Source: an optimization exercise on an open RTL-to-GDS flow (aim: a short achievable clock period and few clock cycles). Production flows keep margins and buffers that such runs may drop. Function was checked by simulation only, so behaviour that the tests miss may differ from the original. Power and IR drop assume default switching activity.

==> flow/design.v (excerpt) <==
module rvMagic (
    input clk, rst_n,
    output [31:0] I_MEM_addr,
    output I_MEM_memRead,
    input [31:0] I_MEM_dataOut,
    output [31:0] D_MEM_addr,
    output [31:0] D_MEM_dataIn,
    output D_MEM_memRead, D_MEM_memWrite,
    output [1:0] D_MEM_memMode,
    input [31:0] D_MEM_dataOut
);
Size in the first run: roughly 12,000 cells after synthesis, ~2,300 flip-flops, roughly 170 I/O pins.
Settings: LEC_CHECK=0, ABC_CLOCK_PERIOD_IN_PS=1500, CAP_MARGIN=20, CORE_MARGIN=2, CORE_UTILIZATION=40, SETUP_SLACK_MARGIN=5, SLEW_MARGIN=20; clock period 10.0 ns.
standard.sh (not shown) runs the stock make flow with config.mk's settings and CLKGATE_MAP_FILE= SYNTH_SCRIPT=/design/flow/synth_recipe.tcl, a recipe that flattens the netlist after the stock synthesis.
==> flow/flow/run.sh <==
#!/bin/bash
set -euo pipefail
bash standard.sh SETUP_SLACK_MARGIN=6.2 finish > standard_flow.log 2>&1
Testbench counts at the start, summed over its fixed seeds: cycles 59,952.
Edit:
--- a/flow/design.v
+++ b/flow/design.v
@@ -583,18 +583,18 @@
     logic [31:0] e_rs1v, e_rs2v;
     logic [4:0]  e_rd;
     logic        e_regwrite, e_load, e_store, e_branch, e_jalr, e_jal, e_auipc;
     logic        e_pred_taken, e_imm4, e_late, e_fused, e_btb;
     logic [29:0] e_btb_tgt, e_rtgt;
     logic        e_beq, e_bne, e_blt, e_bge, e_bltu, e_bgeu;
     logic [NSEL-1:0] e_sel;
     logic        e_sub, e_sra, e_a_pc, e_b_imm;
-    logic        e_fa_m, e_fa_w, e_fa_r;    
-    logic        e_fb_m, e_fb_w, e_fb_r;    
+    logic        e_fa_m, e_fa_w, e_fa_l, e_fa_r;    
+    logic        e_fb_m, e_fb_w, e_fb_l, e_fb_r;    
     logic        e_fs_m, e_fs_w, e_fs_l, e_fs_r;    
     logic        ea_m, ea_w, ea_l, ea_r, eb_m, eb_w, eb_l, eb_r;    
     logic        k_eq, k_ne, k_lt, k_ge, k_ltu, k_geu, x_flush;
     logic [1:0]  e_mode;
     logic [31:0] au_val;         
     logic        m_regwrite, m_load, m_late;
     logic [4:0]  m_rd;
     logic [31:0] m_res;
@@ -916,17 +916,16 @@
             e_jal      <= d_go & d_is_jal;
             e_late     <= d_go & d_late;
             e_auipc    <= d_go & d_is_auipc;
         end
     end
     wire d_rs2_alu = d_is_op | d_is_branch;
     wire d_br_p  = d_pred_taken | (d_btb & d_btb_kind);
     wire d_br_nt = ~d_br_p & (imm_b != 32'd4);
-    wire d_cmp1 = d_is_branch | d_is_jalr;
     wire ld_m1 = hit_m1 & m_load;
     wire ld_m2 = hit_m2 & m_load;
     always_ff @(posedge clk) begin
         e_pc         <= pc_d;
         e_link       <= d_link;
         au_val       <= pc_d + imm_u;
         e_fused      <= d_fused;
         e_btb        <= d_btb & (d_is_jal | d_is_branch);
@@ -948,40 +947,42 @@
         e_bge        <= d_f3 == 3'b101;
         e_bltu       <= d_f3 == 3'b110;
         e_bgeu       <= d_f3 == 3'b111;
         e_sel        <= d_sel;
         e_sub        <= d_sub;
         e_sra        <= d_sra;
         e_a_pc       <= d_is_auipc;
         e_b_imm      <= ~(d_is_op | d_is_branch);
-        e_fa_m       <= d_cmp1 & hit_e1;
-        e_fa_w       <= d_cmp1 & ~hit_e1 & hit_m1;
-        e_fa_r       <= d_cmp1 & ~hit_e1 & ~hit_m1;
-        e_fb_m       <= d_is_branch & hit_e2;
-        e_fb_w       <= d_is_branch & ~hit_e2 & hit_m2;
-        e_fb_r       <= d_is_branch & ~hit_e2 & ~hit_m2;
+        e_fa_m       <= hit_e1;
+        e_fa_l       <= ~hit_e1 & ld_m1;
+        e_fa_w       <= ~hit_e1 & ~ld_m1 & hit_m1;
+        e_fa_r       <= ~hit_e1 & ~hit_m1;
+        e_fb_m       <= hit_e2;
+        e_fb_l       <= ~hit_e2 & ld_m2;
+        e_fb_w       <= ~hit_e2 & ~ld_m2 & hit_m2;
+        e_fb_r       <= ~hit_e2 & ~hit_m2;
         ea_m         <= ~d_is_auipc & hit_e1;
         ea_l         <= ~d_is_auipc & ~hit_e1 & ld_m1;
         ea_w         <= ~d_is_auipc & ~hit_e1 & ~ld_m1 & hit_m1;
         ea_r         <= ~d_is_auipc & ~hit_e1 & ~hit_m1;
         eb_m         <= d_rs2_alu & hit_e2;
         eb_l         <= d_rs2_alu & ~hit_e2 & ld_m2;
         eb_w         <= d_rs2_alu & ~hit_e2 & ~ld_m2 & hit_m2;
         eb_r         <= d_rs2_alu & ~hit_e2 & ~hit_m2;
         k_eq         <= d_is_branch & ((d_f3 == 3'b000) ? d_br_nt : (d_f3 == 3'b001) & d_br_p);
         k_ne         <= d_is_branch & ((d_f3 == 3'b001) ? d_br_nt : (d_f3 == 3'b000) & d_br_p);
         k_lt         <= d_is_branch & ((d_f3 == 3'b100) ? d_br_nt : (d_f3 == 3'b101) & d_br_p);
         k_ge         <= d_is_branch & ((d_f3 == 3'b101) ? d_br_nt : (d_f3 == 3'b100) & d_br_p);
         k_ltu        <= d_is_branch & ((d_f3 == 3'b110) ? d_br_nt : (d_f3 == 3'b111) & d_br_p);
         k_geu        <= d_is_branch & ((d_f3 == 3'b111) ? d_br_nt : (d_f3 == 3'b110) & d_br_p);
-        e_fs_m       <= d_is_store & hit_e2;
-        e_fs_l       <= d_is_store & ~hit_e2 & ld_m2;
-        e_fs_w       <= d_is_store & ~hit_e2 & ~ld_m2 & hit_m2;
-        e_fs_r       <= d_is_store & ~hit_e2 & ~hit_m2;
+        e_fs_m       <= hit_e2;
+        e_fs_l       <= ~hit_e2 & ld_m2;
+        e_fs_w       <= ~hit_e2 & ~ld_m2 & hit_m2;
+        e_fs_r       <= ~hit_e2 & ~hit_m2;
     end
     always_ff @(posedge clk or negedge rst_n) begin
         if (!rst_n) begin
             m_regwrite <= 1'b0;
             m_load     <= 1'b0;
             m_rd_o     <= 1'b0;
             m_wr_o     <= 1'b0;
             m_late     <= 1'b0;
Via count is about the same.
Routed wire length increases by a few percent.
Sequential share of layout area hardly moves.
Final area hardly moves.
Die area barely changes.
Count of clock-buffer cells in the layout decreases by 8.
Non-clock buffer count increases by 9.
Hold slack improved by 0.011 ns.
Clock skew increases by 0.0037 ns.
Critical path depth does not change.
Maximum frequency is about the same.
Area after synthesis hardly moves.
Worst setup slack stays flat.
Power increases by a few percent.
Testbench counts after the change, summed over its fixed seeds: cycles 59,952.

## separate check: timing with driven ports
How much do the figures lean on ideal ports? The routed layouts below were timed once more, with nothing changed but the port constraints.
Step 1, drivers: a clkbuf_16 drives clk and a buf_2 each remaining input, both assumed.
Step 2 moves the port delays by t, midway between the first and last clock arrival at a register: inputs arrive t later, outputs are due t later. That takes back most of the time a late clock gives input paths.
a / b / c = ideal / step 1 / step 2; a / b = the first two.
| run | t, ns | setup slack, ns | hold WS [ns] | worst setup path after step 2 | worst slew at a driven data input, ns |
|---|---|---|---|---|---|
| the first run | 1.031 | 5.453 / 5.453 / 4.472 | 0.330 / 0.330 / 0.330 | input to register | 0.29 |
| the second run | 1.010 | 5.454 / 5.454 / 4.569 | 0.341 / 0.341 / 0.341 | input to register | 0.33 |
After both steps setup and hold are still met in every run listed. The setup slack of the first run, which loses most, moves by 0.000 ns with the drivers and by -0.981 ns with both steps.
